Background: an optimization exercise with open tools, aiming at small area, a short achievable clock period and few clock cycles. Do not read the settings as production practice.
Function was checked by simulation only, so behaviour that the tests miss may differ from the original.
Power and IR drop assume default switching activity.

==> flow/design.v <==
module PipelineCPU_Hazards(i_clk,i_rst_n,o_imem_addr,i_imem_data,o_dmem_addr,o_dmem_wdata,o_dmem_we,o_dmem_re,i_dmem_rdata);
	input i_clk,i_rst_n;
	input [31:0] i_imem_data,i_dmem_rdata;
	output [31:0] o_imem_addr,o_dmem_addr,o_dmem_wdata;
	output o_dmem_we,o_dmem_re;
	genvar gi;
	integer k;
	reg [31:2] pc;             
	reg        e_we, e_ld, e_st, e_br;
	reg [4:0]  e_rd;
	reg [31:0] e_a;            
	reg [31:0] e_b;            
	reg [15:0] e_imm;          
	reg [31:2] e_tgt;          
	reg        e_sub;          
	reg        e_addi;         
	reg        e_add;          
	reg        e_slt, e_and, e_or, e_nor, e_sll, e_srl, e_sra;
	reg        m_we, m_ld, m_st;
	reg [4:0]  m_rd;
	reg [31:0] m_res;          
	reg [31:0] m_sd;           
	reg [31:1] rf_v;           
	wire [31:0] rf [0:31];
	wire [31:0] wd = m_ld ? i_dmem_rdata : m_res;
	assign o_dmem_addr  = m_res;
	assign o_dmem_wdata = m_sd;
	assign o_dmem_we    = m_st;
	assign o_dmem_re    = m_ld;
	assign rf[0] = 32'b0;
	generate for (gi = 1; gi < 32; gi = gi + 1) begin : g_rf
		reg [31:0] q;
		always @(posedge i_clk) begin
			if (m_we && m_rd == gi) q <= wd;
		end
		assign rf[gi] = q;
	end endgenerate
	always @(posedge i_clk or negedge i_rst_n) begin
		if (!i_rst_n) rf_v <= 31'b0;
		else if (m_we) rf_v[m_rd] <= 1'b1;
	end
	wire [31:0] a = e_a;
	wire [31:0] b = e_b;
	wire [31:0] simm_e = {{16{e_imm[15]}}, e_imm};
	wire [31:0] addr, as;
	wire        as_co;
	add32 u_addr(.a(a), .b(simm_e), .ci(1'b0), .s(addr), .co());
	add32 u_as(.a(a), .b(b), .ci(e_sub), .s(as), .co(as_co));
	wire        ltu = ~as_co;
	wire [4:0]  sh = e_imm[10:6];
	wire [31:0] b_rev;
	generate for (gi = 0; gi < 32; gi = gi + 1) begin : g_rev
		assign b_rev[gi] = b[31-gi];
	end endgenerate
	wire [31:0] sh_in = e_sll ? b_rev : b;
	wire        sh_fill = e_sra & b[31];
	wire [63:0] sh_ext = {{32{sh_fill}}, sh_in} >> sh;
	wire [31:0] sh_r = sh_ext[31:0];
	wire [31:0] sh_l;
	generate for (gi = 0; gi < 32; gi = gi + 1) begin : g_revo
		assign sh_l[gi] = sh_r[31-gi];
	end endgenerate
	wire [31:0] result = ({32{e_addi}} & addr)
	                   | ({32{e_add}} & as)
	                   | {31'b0, e_slt & ltu}
	                   | ({32{e_and}} & (a & b))
	                   | ({32{e_or}} & (a | b))
	                   | ({32{e_nor}} & ~(a | b))
	                   | ({32{e_sll}} & sh_l)
	                   | ({32{e_srl | e_sra}} & sh_r);
	wire taken = e_br & (a == b);
	always @(posedge i_clk) begin
		m_rd  <= e_rd;
		m_res <= result;
		m_sd  <= b;
	end
	always @(posedge i_clk or negedge i_rst_n) begin
		if (!i_rst_n) begin
			m_we <= 1'b0;
			m_ld <= 1'b0;
			m_st <= 1'b0;
		end else begin
			m_we <= e_we;
			m_ld <= e_ld;
			m_st <= e_st;
		end
	end
	wire [31:0] ins = i_imem_data;
	wire [5:0]  op = ins[31:26];
	wire [4:0]  rs = ins[25:21];
	wire [4:0]  rt = ins[20:16];
	wire [4:0]  rd = ins[15:11];
	wire [5:0]  fn = ins[5:0];
	wire is_r    = (op == 6'h00);
	wire is_addi = (op == 6'h08);
	wire is_lw   = (op == 6'h23);
	wire is_sw   = (op == 6'h2B);
	wire is_beq  = (op == 6'h04);
	wire is_j    = (op == 6'h02);
	wire [4:0] dst = is_r ? rd : rt;
	wire       wen = (is_r | is_addi | is_lw) & (dst != 5'd0);
	wire       ub  = is_beq & (rs == rt);       
	wire       use_rs = is_r | is_addi | is_lw | is_sw | (is_beq & ~ub);
	wire       use_rt = is_r | is_sw | (is_beq & ~ub);
	wire       sub_n = is_r & ((fn == 6'h22) | (fn == 6'h2A));
	wire stall = e_ld & e_we & ((use_rs & (e_rd == rs)) | (use_rt & (e_rd == rt)));
	wire d_go  = ~stall & ~taken;               
	wire [31:0] v = {rf_v, 1'b0};
	reg  [31:0] rf_a, rf_b;
	always @(*) begin
		rf_a = 32'b0;
		rf_b = 32'b0;
		for (k = 1; k < 32; k = k + 1) begin
			rf_a = rf_a | ({32{v[k] && rs == k}} & rf[k]);
			rf_b = rf_b | ({32{v[k] && rt == k}} & rf[k]);
		end
	end
	wire [31:0] a_n = (e_we && e_rd == rs) ? result : (m_we && m_rd == rs) ? wd : rf_a;
	wire [31:0] b_n = (e_we && e_rd == rt) ? result : (m_we && m_rd == rt) ? wd : rf_b;
	wire [31:2] pc4 = pc + 30'd1;
	wire [30:0] tsum = {pc, 1'b1} + {{14{ins[15]}}, ins[15:0], 1'b1};
	wire [31:2] d_tgt = tsum[30:1];
	always @(posedge i_clk) begin
		e_rd   <= dst;
		e_a    <= a_n;
		e_b    <= b_n ^ {32{sub_n}};
		e_imm  <= ins[15:0];
		e_tgt  <= d_tgt;
		e_addi <= is_addi | is_lw | is_sw;
		e_sub  <= sub_n;
		e_add  <= is_r & ((fn == 6'h20) | (fn == 6'h22));
		e_slt  <= is_r & (fn == 6'h2A);
		e_and  <= is_r & (fn == 6'h24);
		e_or   <= is_r & (fn == 6'h25);
		e_nor  <= is_r & (fn == 6'h27);
		e_sll  <= is_r & (fn == 6'h00);
		e_srl  <= is_r & (fn == 6'h02);
		e_sra  <= is_r & (fn == 6'h03);
	end
	always @(posedge i_clk or negedge i_rst_n) begin
		if (!i_rst_n) begin
			pc   <= 30'b0;
			e_we <= 1'b0;
			e_ld <= 1'b0;
			e_st <= 1'b0;
			e_br <= 1'b0;
		end else begin
			e_we <= d_go & wen;
			e_ld <= d_go & is_lw;
			e_st <= d_go & is_sw;
			e_br <= d_go & is_beq & ~ub;
			if (taken)              pc <= e_tgt;
			else if (stall)         pc <= pc;
			else if (is_j)          pc <= {pc4[31:28], ins[25:0]};
			else if (ub)            pc <= d_tgt;
			else                    pc <= pc4;
		end
	end
	assign o_imem_addr = {pc, 2'b00};
endmodule
module add32(a, b, ci, s, co);
	input [31:0] a, b;
	input ci;
	output [31:0] s;
	output co;
	wire [33:0] t = {1'b0, a, 1'b1} + {1'b0, b, ci};
	assign {co, s} = t[33:1];
endmodule
clock: 8.0 ns
lec_check: 0
cap_margin: 20
core_margin: 2
core_utilization: 40
cts_cluster_diameter: 80
cts_cluster_size: 24
setup_slack_margin: 4.5
slew_margin: 20
run.sh (not shown) runs the stock make flow with config.mk's settings and CLKGATE_MAP_FILE= SYNTH_SCRIPT=/design/flow/synth_recipe.tcl, a recipe that flattens the netlist after the stock synthesis.
The first run completed with no timing, DRC or antenna violations.
Testbench counts at the start, summed over its fixed seeds: cycles 21,767.
Change:
--- a/flow/design.v
+++ b/flow/design.v
@@ -15,13 +15,15 @@
 	reg        e_sub;          
 	reg        e_addi;         
 	reg        e_add;          
 	reg        e_slt, e_and, e_or, e_nor, e_sll, e_srl, e_sra;
+	reg [3:0]  e_sa, e_sb;     
+	reg [1:0]  e_sc;           
 	reg        m_we, m_ld, m_st;
 	reg [4:0]  m_rd;
 	reg [31:0] m_res;          
 	reg [31:0] m_sd;           
-	reg [31:1] rf_v;           
+	reg [31:0] rf_v;           
 	wire [31:0] rf [0:31];
 	wire [31:0] wd = m_ld ? i_dmem_rdata : m_res;
 	assign o_dmem_addr  = m_res;
 	assign o_dmem_wdata = m_sd;
@@ -34,29 +36,38 @@
 			if (m_we && m_rd == gi) q <= wd;
 		end
 		assign rf[gi] = q;
 	end endgenerate
-	always @(posedge i_clk or negedge i_rst_n) begin
-		if (!i_rst_n) rf_v <= 31'b0;
-		else if (m_we) rf_v[m_rd] <= 1'b1;
-	end
+	always @(*) rf_v[0] = 1'b0;
+	generate for (gi = 1; gi < 32; gi = gi + 1) begin : g_rfv
+		always @(posedge i_clk or negedge i_rst_n) begin
+			if (!i_rst_n) rf_v[gi] <= 1'b0;
+			else if (m_we && m_rd == gi) rf_v[gi] <= 1'b1;
+		end
+	end endgenerate
 	wire [31:0] a = e_a;
 	wire [31:0] b = e_b;
 	wire [31:0] simm_e = {{16{e_imm[15]}}, e_imm};
 	wire [31:0] addr, as;
 	wire        as_co;
 	add32 u_addr(.a(a), .b(simm_e), .ci(1'b0), .s(addr), .co());
 	add32 u_as(.a(a), .b(b), .ci(e_sub), .s(as), .co(as_co));
 	wire        ltu = ~as_co;
-	wire [4:0]  sh = e_imm[10:6];
 	wire [31:0] b_rev;
 	generate for (gi = 0; gi < 32; gi = gi + 1) begin : g_rev
 		assign b_rev[gi] = b[31-gi];
 	end endgenerate
 	wire [31:0] sh_in = e_sll ? b_rev : b;
 	wire        sh_fill = e_sra & b[31];
-	wire [63:0] sh_ext = {{32{sh_fill}}, sh_in} >> sh;
-	wire [31:0] sh_r = sh_ext[31:0];
+	wire [34:0] sx = {{3{sh_fill}}, sh_in};
+	wire [31:0] sy, sz, sh_r;
+	wire [43:0] syx = {{12{sh_fill}}, sy};
+	wire [47:0] szx = {{16{sh_fill}}, sz};
+	generate for (gi = 0; gi < 32; gi = gi + 1) begin : g_sh
+		assign sy[gi] = |(e_sa & {sx[gi+3], sx[gi+2], sx[gi+1], sx[gi]});
+		assign sz[gi] = |(e_sb & {syx[gi+12], syx[gi+8], syx[gi+4], syx[gi]});
+		assign sh_r[gi] = |(e_sc & {szx[gi+16], szx[gi]});
+	end endgenerate
 	wire [31:0] sh_l;
 	generate for (gi = 0; gi < 32; gi = gi + 1) begin : g_revo
 		assign sh_l[gi] = sh_r[31-gi];
 	end endgenerate
@@ -104,9 +115,9 @@
 	wire       use_rt = is_r | is_sw | (is_beq & ~ub);
 	wire       sub_n = is_r & ((fn == 6'h22) | (fn == 6'h2A));
 	wire stall = e_ld & e_we & ((use_rs & (e_rd == rs)) | (use_rt & (e_rd == rt)));
 	wire d_go  = ~stall & ~taken;               
-	wire [31:0] v = {rf_v, 1'b0};
+	wire [31:0] v = rf_v;
 	reg  [31:0] rf_a, rf_b;
 	always @(*) begin
 		rf_a = 32'b0;
 		rf_b = 32'b0;
@@ -119,8 +130,15 @@
 	wire [31:0] b_n = (e_we && e_rd == rt) ? result : (m_we && m_rd == rt) ? wd : rf_b;
 	wire [31:2] pc4 = pc + 30'd1;
 	wire [30:0] tsum = {pc, 1'b1} + {{14{ins[15]}}, ins[15:0], 1'b1};
 	wire [31:2] d_tgt = tsum[30:1];
+	wire p_t = taken;
+	wire p_s = ~taken & stall;
+	wire p_j = ~taken & ~stall & is_j;
+	wire p_u = ~taken & ~stall & ~is_j & ub;
+	wire p_4 = ~taken & ~stall & ~is_j & ~ub;
+	wire [31:2] pc_n = ({30{p_t}} & e_tgt) | ({30{p_s}} & pc) | ({30{p_j}} & {pc4[31:28], ins[25:0]})
+	                 | ({30{p_u}} & d_tgt) | ({30{p_4}} & pc4);
 	always @(posedge i_clk) begin
 		e_rd   <= dst;
 		e_a    <= a_n;
 		e_b    <= b_n ^ {32{sub_n}};
@@ -135,8 +153,11 @@
 		e_nor  <= is_r & (fn == 6'h27);
 		e_sll  <= is_r & (fn == 6'h00);
 		e_srl  <= is_r & (fn == 6'h02);
 		e_sra  <= is_r & (fn == 6'h03);
+		e_sa   <= 4'b0001 << ins[7:6];
+		e_sb   <= 4'b0001 << ins[9:8];
+		e_sc   <= 2'b01 << ins[10];
 	end
 	always @(posedge i_clk or negedge i_rst_n) begin
 		if (!i_rst_n) begin
 			pc   <= 30'b0;
@@ -148,13 +169,9 @@
 			e_we <= d_go & wen;
 			e_ld <= d_go & is_lw;
 			e_st <= d_go & is_sw;
 			e_br <= d_go & is_beq & ~ub;
-			if (taken)              pc <= e_tgt;
-			else if (stall)         pc <= pc;
-			else if (is_j)          pc <= {pc4[31:28], ins[25:0]};
-			else if (ub)            pc <= d_tgt;
-			else                    pc <= pc4;
+			pc <= pc_n;
 		end
 	end
 	assign o_imem_addr = {pc, 2'b00};
 endmodule
What happened: Setup slack is better by 4.7 ps; total power stays flat; first-iteration DRC count rose by a few percent; cell count fell by a few percent; global-route usage came out higher by 1.3 points; clock power increases by a few percent; synthesized cell count shrinks by a few percent; final area shrinks by a few percent.
Testbench counts after the change, summed over its fixed seeds: cycles 21,767.

========
run A:
Another version of the RTL of PipelineCPU_Hazards (not shown whole).
Size: ~4,900 cells after synthesis, ~1,300 flip-flops, about 0.061 mm^2 of cells after synthesis.
==> flow/config.mk <==
export PLATFORM = sky130hd
export DESIGN_NAME = PipelineCPU_Hazards
export DESIGN_NICKNAME = PipelineCPU_Hazards
export VERILOG_FILES = /design/flow/design.v
export SDC_FILE = /design/flow/constraint.sdc
export NUM_CORES = 8
export LEC_CHECK = 0
export CAP_MARGIN = 20
export CORE_MARGIN = 2
export CORE_UTILIZATION = 40
export CTS_CLUSTER_DIAMETER = 80
export CTS_CLUSTER_SIZE = 24
export SETUP_SLACK_MARGIN = 4.5
export SLEW_MARGIN = 20
==> flow/constraint.sdc <==
create_clock -name core_clock -period 8.0 [get_ports {i_clk}]
set_input_delay 1.6000 -clock core_clock [delete_from_list [all_inputs] [get_ports {i_clk}]]
set_output_delay 1.6000 -clock core_clock [all_outputs]
set_load 0.01 [all_outputs]
standard.sh (not shown) runs the stock make flow with config.mk's settings and CLKGATE_MAP_FILE= SYNTH_SCRIPT=/design/flow/synth_recipe.tcl, a recipe that flattens the netlist after the stock synthesis.
==> flow/flow/run.sh <==
#!/bin/bash
# The standard layout (the standard.sh, standard synthesis and all ORFS
# steps unchanged), except that the input and output port buffers are
# sky130_fd_sc_hd__buf_2 cells instead of the delay cell buffer_ports picks
# by default. Every port still gets its own buffer.
set -euo pipefail
bash standard.sh 'BUFFER_PORTS_ARGS=-buffer_cell sky130_fd_sc_hd__buf_2' finish > standard_flow.log 2>&1
Testbench counts of run A, summed over its fixed seeds: cycles 21,767.
Input-level comparison between run B and run A:
--- a/flow/design.v
+++ b/flow/design.v
@@ -112,38 +112,28 @@
 	wire       wen = (is_r | is_addi | is_lw) & (dst != 5'd0);
 	wire       ub  = is_beq & (rs == rt);       
 	wire       use_rs = is_r | is_addi | is_lw | is_sw | (is_beq & ~ub);
 	wire       use_rt = is_r | is_sw | (is_beq & ~ub);
 	wire       sub_n = is_r & ((fn == 6'h22) | (fn == 6'h2A));
 	wire stall = e_ld & e_we & ((use_rs & (e_rd == rs)) | (use_rt & (e_rd == rt)));
 	wire d_go  = ~stall & ~taken;               
 	wire [31:0] v = rf_v;
 	reg  [31:0] rf_a, rf_b;
-	wire [3:0] rs_h = 4'b0001 << rs[4:3];
-	wire [7:0] rs_l = 8'b00000001 << rs[2:0];
-	wire [3:0] rt_h = 4'b0001 << rt[4:3];
-	wire [7:0] rt_l = 8'b00000001 << rt[2:0];
 	always @(*) begin
 		rf_a = 32'b0;
 		rf_b = 32'b0;
 		for (k = 1; k < 32; k = k + 1) begin
-			rf_a = rf_a | ({32{v[k] & rs_h[k/8] & rs_l[k%8]}} & rf[k]);
-			rf_b = rf_b | ({32{v[k] & rt_h[k/8] & rt_l[k%8]}} & rf[k]);
+			rf_a = rf_a | ({32{v[k] && rs == k}} & rf[k]);
+			rf_b = rf_b | ({32{v[k] && rt == k}} & rf[k]);
 		end
 	end
-	wire ea = e_we && e_rd == rs;
-	wire eb = e_we && e_rd == rt;
-	wire ma = !ea && m_we && m_rd == rs;
-	wire mb = !eb && m_we && m_rd == rt;
-	wire ra = !ea && !ma;
-	wire rb = !eb && !mb;
-	wire [31:0] a_n = ({32{ea}} & result) | ({32{ma}} & wd) | ({32{ra}} & rf_a);
-	wire [31:0] b_n = ({32{eb}} & result) | ({32{mb}} & wd) | ({32{rb}} & rf_b);
+	wire [31:0] a_n = (e_we && e_rd == rs) ? result : (m_we && m_rd == rs) ? wd : rf_a;
+	wire [31:0] b_n = (e_we && e_rd == rt) ? result : (m_we && m_rd == rt) ? wd : rf_b;
 	wire [31:2] pc4 = pc + 30'd1;
 	wire [30:0] tsum = {pc, 1'b1} + {{14{ins[15]}}, ins[15:0], 1'b1};
 	wire [31:2] d_tgt = tsum[30:1];
 	wire p_t = taken;
 	wire p_s = ~taken & stall;
 	wire p_j = ~taken & ~stall & is_j;
 	wire p_u = ~taken & ~stall & ~is_j & ub;
 	wire p_4 = ~taken & ~stall & ~is_j & ~ub;
 	wire [31:2] pc_n = ({30{p_t}} & e_tgt) | ({30{p_s}} & pc) | ({30{p_j}} & {pc4[31:28], ins[25:0]})
Between run A and run B, the flow reports multi-input logic area decreasing by a few percent.
From run A to run B, number of buffers inserted by port buffering did not move at all.
Lower final period demand of the worst path was reported by run A, not run B.
Looking at the reports, run A completed the entire flow and the layout it produced met the timing, DRC and antenna checks.
Both conditions hold for run B: the flow ran to the end and the final layout passed the timing, DRC and antenna checks.
In run B, the synthesized cell count came out 23 above the value in run A.
Run A and run B ended up with nearly the same wire length of the first global-routing pass.
Going from run A to run B, power share of the clock group picked up an extra 0.6 points; critical-path maximum fanout lost 6; number of antenna violations at the first check in global routing lost 11; wire length lost 2.0%; via count lost 1,154.
Testbench counts of run B, summed over its fixed seeds: cycles 21,767.

## what the ideal ports hide
The flow's constraints put no driver on any port. The routed layouts listed below were extracted and timed again, unchanged, in two steps. Step 1 sets driving cells, clkbuf_16 on the clock port and buf_2 on the other inputs (assumed; they add their load-dependent delay and slew). Step 2 also shifts input and output timing later by t, the mid clock arrival at the registers, as if the neighbouring blocks saw the same clock. Slacks: no drivers / after step 1 / after step 2; pairs: no drivers / after step 1.
run | t (ns) | setup WS [ns] | worst setup path at the end | slew at the worst register clock pin (ns) | worst slew at a driven data input, ns
the first run of note 1 | 0.802 | 4.326 / 4.308 / 3.506 | input to register | 0.11 / 0.11 | 0.16
the second run of note 1 | 0.815 | 4.330 / 4.394 / 3.579 | input to register | 0.11 / 0.11 | 0.07
run A | 0.812 | 4.357 / 4.184 / 3.372 | input to register | 0.11 / 0.11 | 0.33
run B | 0.827 | 4.271 / 4.288 / 3.461 | input to register | 0.11 / 0.11 | 0.13
After both steps every run listed still meets setup and hold. For run A, which loses most, drivers alone change the setup slack by -0.173 ns; drivers and shift together by -0.985 ns.
